From an optimization exercise on the open Yosys and OpenROAD flow, aimed at small area, a short achievable clock period and few clock cycles; shortcuts taken in it are not production practice. Only simulation tests tie the RTL to the original design; equivalence was not proved.

Design SQRT, start of the top module:
module SQRT(
	RST,
	CLK,
	IN_VALID,
	IN,
	OUT_VALID,
	OUT
);
input CLK;
input RST;
input [15:0] IN;
input IN_VALID;
output [11:0] OUT;
output OUT_VALID;
reg [3:0] cnt;       
reg ovalid;
reg [13:0] r;        
reg [11:0] q;        
reg [11:0] x;         
assign OUT_VALID = ovalid;
assign OUT = q;
wire busy  = |cnt;
wire start = IN_VALID & ~busy;
wire last  = (cnt == 4'd11);
function [4:0] sqrt_first;
	input [3:0] v;
	reg [1:0] qq;
	reg [2:0] rr;
	reg [4:0] w;
	integer i;
	begin
		qq = 2'd0;
		rr = 3'd0;
		for (i = 1; i >= 0; i = i - 1) begin
			w = {rr, v[2*i+1], v[2*i]};
			if (w >= {1'b0, qq, 2'b01}) begin
				rr = w - {1'b0, qq, 2'b01};
				qq = {qq, 1'b1};
			end else begin
				rr = w[2:0];
				qq = {qq, 1'b0};
			end
		end
		sqrt_first = {qq, rr};
	end
endfunction
wire [4:0] first = sqrt_first(IN[15:12]);
wire        pos = ~r[13];
wire [15:0] a   = {r, x[11:10]};
wire [15:0] op  = {{2{pos}}, q ^ {12{pos}}, 2'b11};
wire [15:0] sum = a + op;
wire        nb  = ~sum[15];
wire [11:0] qinc = q + 12'd1;
always @(posedge CLK or posedge RST) begin
	if (RST) begin
		cnt <= 4'd0;
		ovalid <= 1'b0;
	end else begin
		cnt <= start ? 4'd1 : (last ? 4'd0 : cnt + {3'd0, busy});
		ovalid <= last;
	end
end
always @(posedge CLK) begin
	if (start) begin
		r <= {11'd0, first[2:0]};
		q <= {10'd0, first[4:3]};
		x <= IN[11:0];
	end else begin
		r <= sum[13:0];
		q <= last ? (nb ? qinc : q) : {q[10:0], nb};
		x <= {x[9:0], 2'b00};
	end
end
endmodule
Size: roughly 300 cells after synthesis, ~43 flip-flops, roughly 32 I/O pins, roughly 2500 um2 of cells after synthesis.
export LEC_CHECK = 0
export CAP_MARGIN = 20
export CORE_MARGIN = 2
export CORE_UTILIZATION = 40
export SETUP_SLACK_MARGIN = 2.3
export SLEW_MARGIN = 20
create_clock -name core_clock -period 5.0 [get_ports {CLK}]
standard.sh (not shown) runs the stock make flow with config.mk's settings and CLKGATE_MAP_FILE= SYNTH_SCRIPT=/design/flow/synth_recipe.tcl, a recipe that flattens the netlist after the stock synthesis.
==> flow/flow/run.sh <==
#!/bin/bash
set -o pipefail
export BUFFER_PORTS_ARGS="-buffer_cell sky130_fd_sc_hd__buf_1"
bash standard.sh > standard.log 2>&1
Testbench counts at the start, summed over its fixed seeds: cycles 48,008.
Change:
==> flow/run.sh (new file) <==
#!/bin/bash
# synth_recipe.tcl (not shown) runs the flow's synth.tcl, then flattens the netlist and writes it again
# the make line also repeats each setting of config.mk as NAME=value (left out here)
make -C /OpenROAD-flow-scripts/flow DESIGN_CONFIG=/design/flow/config.mk WORK_HOME=/design/flow/orfs CLKGATE_MAP_FILE= SYNTH_SCRIPT=/design/flow/synth_recipe.tcl finish
removed: flow/flow/run.sh
removed: flow/standard.sh
What happened:
- design area goes up by 9.1%
- core utilization goes up by 4.3 points
- clock-buffer cell count goes up by 1
- worst setup slack loses 0.067 ns
- synthesized area does not change
- non-clock buffer count goes up by 2
- global-route usage goes down by 0.26 points
- cell count goes up by 0.49%
Change:
==> flow/flow/run.sh (new file) <==
#!/bin/bash
set -euo pipefail
export BUFFER_PORTS_ARGS="-buffer_cell sky130_fd_sc_hd__buf_1"

bash standard.sh synth > standard_synth.log 2>&1

R=orfs/results/$FLOW_PLATFORM/SQRT/base
LIB=$FLOW_HOME/platforms/$FLOW_PLATFORM/lib/sky130_fd_sc_hd__tt_025C_1v80.lib
YOSYS=$(command -v yosys || echo $FLOW_HOME/../tools/install/yosys/bin/yosys)
cp $R/1_2_yosys.v standard_1_2_yosys.v

# sequential and tie cells stay as they are; everything else is re-mapped
SEQ=$(grep -o 'cell *( *"\?sky130_fd_sc_hd__[a-z0-9_]*' $LIB | grep -o 'sky130_fd_sc_hd__[a-z0-9_]*' \
      | grep -E '__(df|edf|sdf|sedf|dlx|dlr|dlclkp|sdlclkp|conb)' | tr '\n' ' ')
DU=$(grep -o 'sky130_fd_sc_hd__\(lpflow\|probe\)[a-z0-9_]*' $LIB | sort -u | sed 's/^/-dont_use /' | tr '\n' ' ')
cat > remap.ys <<EOT
read_liberty -ignore_miss_func $LIB
blackbox $SEQ
read_verilog standard_1_2_yosys.v
hierarchy -top $FLOW_TOP
flatten
rename -hide w:*.*
opt_clean
stat
abc -liberty $LIB -script flow/remap.abc $DU
splitnets
opt_clean -purge
hilomap -singleton -hicell sky130_fd_sc_hd__conb_1 HI -locell sky130_fd_sc_hd__conb_1 LO
insbuf -buf sky130_fd_sc_hd__buf_4 A X
stat -liberty $LIB
write_verilog -noattr -nohex -nodec remapped.v
EOT
$YOSYS -l remap.log remap.ys > /dev/null 2>&1
cp remapped.v $R/1_2_yosys.v

bash standard.sh > standard.log 2>&1
==> flow/flow/remap.abc (new file) <==
strash; dch; map -D 1400; topo; stime -c; buffer -c; upsize -c; dnsize -c; stime -c
==> flow/standard.sh (new file) <==
#!/bin/bash
# synth_recipe.tcl (not shown) runs the flow's synth.tcl, then flattens the netlist and writes it again
# the make line also repeats each setting of config.mk as NAME=value (left out here)
make -C /OpenROAD-flow-scripts/flow DESIGN_CONFIG=/design/flow/config.mk WORK_HOME=/design/flow/orfs CLKGATE_MAP_FILE= SYNTH_SCRIPT=/design/flow/synth_recipe.tcl "${@:-finish}"
removed: flow/run.sh
=>
- The changed run completed with no timing, DRC or antenna violations
- setup slack is better by 0.19 ns
- flip-flop and latch count stays the same
- synthesized cell count grows by roughly a tenth
- global-route usage rises by 1.3 points
Change:
==> flow/flow/run.sh (replaced) <==
#!/bin/bash
set -o pipefail
export BUFFER_PORTS_ARGS="-buffer_cell sky130_fd_sc_hd__buf_1"
bash standard.sh > standard.log 2>&1
Settings changed: SETUP_SLACK_MARGIN 2.3 to 2.0.
removed: flow/flow/remap.abc
Effect: The changed run passed the timing, DRC and antenna checks; synthesized area climbs slightly; cell area came out higher slightly; non-clock buffer count falls by 1; via count came out lower slightly; routed wire length climbs by a few percent.
Change:
Settings changed: SETUP_SLACK_MARGIN 2.0 to 2.45.
What happened:
- die area does not change
- sequential cell count stays the same
- count of clock-buffer cells in the layout increases by 1
- final area grows by 3.5%
- worst setup slack gains 0.061 ns
- core utilization goes up by 1.6 points
- critical path depth came out higher by 1

north:
Starting RTL as in the previous note.
==> flow/config.mk <==
export PLATFORM = sky130hd
export DESIGN_NAME = SQRT
export DESIGN_NICKNAME = SQRT
export VERILOG_FILES = /design/flow/design.v
export SDC_FILE = /design/flow/constraint.sdc
export NUM_CORES = 4
export LEC_CHECK = 0
export CAP_MARGIN = 20
export CORE_MARGIN = 2
export CORE_UTILIZATION = 40
export CTS_BUF_LIST = sky130_fd_sc_hd__clkbuf_8
export CTS_CLUSTER_DIAMETER = 200
export CTS_CLUSTER_SIZE = 30
export SETUP_SLACK_MARGIN = 2.3
export SLEW_MARGIN = 20
==> flow/constraint.sdc <==
create_clock -name core_clock -period 5.0 [get_ports {CLK}]
set_input_delay 1.0000 -clock core_clock [delete_from_list [all_inputs] [get_ports {CLK}]]
set_output_delay 1.0000 -clock core_clock [all_outputs]
set_load 0.01 [all_outputs]
==> flow/flow/run.sh <==
#!/bin/bash
set -o pipefail
export BUFFER_PORTS_ARGS="-buffer_cell sky130_fd_sc_hd__buf_1"
bash standard.sh > standard.log 2>&1
north has completed all stages; timing, DRC and antenna checks passed.
Testbench counts of north, summed over its fixed seeds: cycles 48,008.
Changes in south relative to north:
# north
export LEC_CHECK = 0
export CAP_MARGIN = 20
export CORE_MARGIN = 2
export CORE_UTILIZATION = 40
export CTS_BUF_LIST = sky130_fd_sc_hd__clkbuf_8
export CTS_CLUSTER_DIAMETER = 200
export CTS_CLUSTER_SIZE = 30
export SETUP_SLACK_MARGIN = 2.3
export SLEW_MARGIN = 20
create_clock -name core_clock -period 5.0 [get_ports {CLK}]
# south
export LEC_CHECK = 0
export CAP_MARGIN = 20
export CORE_MARGIN = 2
export CORE_UTILIZATION = 40
export SETUP_SLACK_MARGIN = 2.6
export SLEW_MARGIN = 20
create_clock -name core_clock -period 5.0 [get_ports {CLK}]
### Flow results
Both conditions hold for south: the flow ran to the end and the final layout passed the timing, DRC and antenna checks.
north: full flow OK, the timing, DRC and antenna checks passed
Delta (south minus north): global-route wire length before repair fell by about 2.8%, post-layout minimum cycle time fell by 0.048 ns.
In the metrics for south and north, the one carrying the lower utilization is north.
[compare] base=north new=south: sequential cell count did not really move, xor-xnor portion of the synthesized cell area did not really move, number of placement rows did not really move.
What east does differently from south at the input level:
# south
export LEC_CHECK = 0
export CAP_MARGIN = 20
export CORE_MARGIN = 2
export CORE_UTILIZATION = 40
export SETUP_SLACK_MARGIN = 2.6
export SLEW_MARGIN = 20
create_clock -name core_clock -period 5.0 [get_ports {CLK}]
# east
export LEC_CHECK = 0
export CAP_MARGIN = 20
export CORE_MARGIN = 2
export CORE_UTILIZATION = 40
export SETUP_SLACK_MARGIN = 2.0
export SLEW_MARGIN = 20
create_clock -name core_clock -period 5.0 [get_ports {CLK}]
-- flow/flow/run.sh --
<<< south, line 2
set -o pipefail
>>> east, line 2
set -euo pipefail
<<< south, line 4
>>> east, line 4

bash standard.sh synth > standard_synth.log 2>&1

R=orfs/results/$FLOW_PLATFORM/SQRT/base
LIB=$FLOW_HOME/platforms/$FLOW_PLATFORM/lib/sky130_fd_sc_hd__tt_025C_1v80.lib
YOSYS=$(command -v yosys || echo $FLOW_HOME/../tools/install/yosys/bin/yosys)
cp $R/1_2_yosys.v standard_1_2_yosys.v

# sequential and tie cells stay as they are; everything else is re-mapped
SEQ=$(grep -o 'cell *( *"\?sky130_fd_sc_hd__[a-z0-9_]*' $LIB | grep -o 'sky130_fd_sc_hd__[a-z0-9_]*' \
      | grep -E '__(df|edf|sdf|sedf|dlx|dlr|dlclkp|sdlclkp|conb)' | tr '\n' ' ')
DU=$(grep -o 'sky130_fd_sc_hd__\(lpflow\|probe\)[a-z0-9_]*' $LIB | sort -u | sed 's/^/-dont_use /' | tr '\n' ' ')
cat > remap.ys <<EOT
read_liberty -ignore_miss_func $LIB
blackbox $SEQ
read_verilog standard_1_2_yosys.v
hierarchy -top $FLOW_TOP
flatten
rename -hide w:*.*
opt_clean
stat
abc -liberty $LIB -script flow/remap.abc $DU
splitnets
opt_clean -purge
hilomap -singleton -hicell sky130_fd_sc_hd__conb_1 HI -locell sky130_fd_sc_hd__conb_1 LO
insbuf -buf sky130_fd_sc_hd__buf_4 A X
stat -liberty $LIB
write_verilog -noattr -nohex -nodec remapped.v
EOT
$YOSYS -l remap.log remap.ys > /dev/null 2>&1
cp remapped.v $R/1_2_yosys.v

==> flow/flow/remap.abc (new file) <==
strash; dch; map -D 1600; topo; stime -c; buffer -c; upsize -c; dnsize -c; stime -c
Compared with south, east shows count of standard-cell rows that has gone down by a few percent. Area fraction of clock buffers and clock inverters: east higher than south. south reports its worst setup path endpoint as q[11] while east reports q[0]. Compared with south, east shows a critical path depth that is 2 lower.
Input changes introduced in west (baseline for comparison: east):
# east
export LEC_CHECK = 0
export CAP_MARGIN = 20
export CORE_MARGIN = 2
export CORE_UTILIZATION = 40
export SETUP_SLACK_MARGIN = 2.0
export SLEW_MARGIN = 20
create_clock -name core_clock -period 5.0 [get_ports {CLK}]
# west
export LEC_CHECK = 0
export CAP_MARGIN = 20
export CORE_MARGIN = 2
export CORE_UTILIZATION = 40
export SLEW_MARGIN = 20
create_clock -name core_clock -period 5.0 [get_ports {CLK}]
==> flow/run.sh (new file) <==
#!/bin/bash
# synth_recipe.tcl (not shown) runs the flow's synth.tcl, then flattens the netlist and writes it again
# the make line also repeats each setting of config.mk as NAME=value (left out here)
make -C /OpenROAD-flow-scripts/flow DESIGN_CONFIG=/design/flow/config.mk WORK_HOME=/design/flow/orfs CLKGATE_MAP_FILE= SYNTH_SCRIPT=/design/flow/synth_recipe.tcl finish
removed: flow/flow/run.sh
removed: flow/flow/remap.abc
removed: flow/standard.sh
--- outcome ---
west: flow completed, timing, DRC and antenna clean
Between east and west, the difference in remaining global-route overflow is negligible.
Higher post-detailed-route via-to-cell ratio among east and west: west
As far as flip-flop and latch count goes, west and east are indistinguishable; the numbers are identical.
Looking at final critical delay including setup and external delays, west sits 0.39 ns higher than east does.
Compared with east, west degrades detailed-placement wirelength estimate.
Diff east -> west: maximum fanout along the worst path fell by 16, pin count of the biggest net entering global routing saw an increase.
diff inputs: west => middle
# west
export LEC_CHECK = 0
export CAP_MARGIN = 20
export CORE_MARGIN = 2
export CORE_UTILIZATION = 40
export SLEW_MARGIN = 20
create_clock -name core_clock -period 5.0 [get_ports {CLK}]
# middle
export LEC_CHECK = 0
export CAP_MARGIN = 20
export CORE_MARGIN = 2
export CORE_UTILIZATION = 60
export SETUP_SLACK_MARGIN = 2.5
export SLEW_MARGIN = 20
create_clock -name core_clock -period 5.0 [get_ports {CLK}]
==> flow/flow/run.sh (new file) <==
#!/bin/bash
set -o pipefail
export BUFFER_PORTS_ARGS="-buffer_cell sky130_fd_sc_hd__buf_1"
bash standard.sh > standard.log 2>&1
==> flow/standard.sh (new file) <==
#!/bin/bash
# synth_recipe.tcl (not shown) runs the flow's synth.tcl, then flattens the netlist and writes it again
# the make line also repeats each setting of config.mk as NAME=value (left out here)
make -C /OpenROAD-flow-scripts/flow DESIGN_CONFIG=/design/flow/config.mk WORK_HOME=/design/flow/orfs CLKGATE_MAP_FILE= SYNTH_SCRIPT=/design/flow/synth_recipe.tcl "${@:-finish}"
removed: flow/run.sh
[summary]
middle | stages: all done | timing, DRC, antenna: all pass
Changes observed in middle relative to west: maximum clock rate saw an increase; wire length saw an increase; part of the cycle the worst path needs saw a decrease.
Total of fill cells in the finished design: middle vs west down 49%
Worst setup path endpoint: q[2] -> middle, q[5] -> west

-- what the ideal ports hide --
The results above use ideal ports. As a check the final layouts listed here were re-extracted and re-timed, cells and wires unchanged.
Step 1 assumes that a clkbuf_16 drives the clock port and a buf_2 every other input.
Step 2 moves the port delays by t, midway between the first and last clock arrival at a register: inputs arrive t later, outputs are due t later. That takes back most of the time a late clock gives input paths.
Slacks: no drivers / after step 1 / after step 2; pairs: no drivers / after step 1.
run	t, ns	setup slack, ns	latest minus earliest clock arrival (ns)	worst data-port slew with drivers (ns)	pins driven straight from the clock port
the first run of note 1	0.320	2.521 / 2.521 / 2.521	0.007 / 0.007	0.03	1
the second run of note 1	0.327	2.454 / 2.454 / 2.198	0.008 / 0.009	0.03	1
the third run of note 1	0.326	2.641 / 2.641 / 2.470	0.005 / 0.005	0.03	1
the fourth run of note 1	0.322	2.372 / 2.372 / 2.372	0.005 / 0.006	0.03	1
the fifth run of note 1	0.320	2.433 / 2.433 / 2.433	0.013 / 0.013	0.03	1
north	0.320	2.521 / 2.521 / 2.521	0.007 / 0.007	0.03	1
south	0.317	2.568 / 2.568 / 2.557	0.014 / 0.014	0.03	1
east	0.326	2.453 / 2.463 / 2.137	0.010 / 0.010	0.03	1
west	0.323	2.065 / 2.065 / 2.065	0.007 / 0.007	0.03	1
middle	0.327	2.478 / 2.478 / 2.437	0.004 / 0.004	0.03	1
After both steps every run listed still meets setup and hold. For east, which loses most, drivers alone change the setup slack by +0.010 ns; drivers and shift together by -0.316 ns.
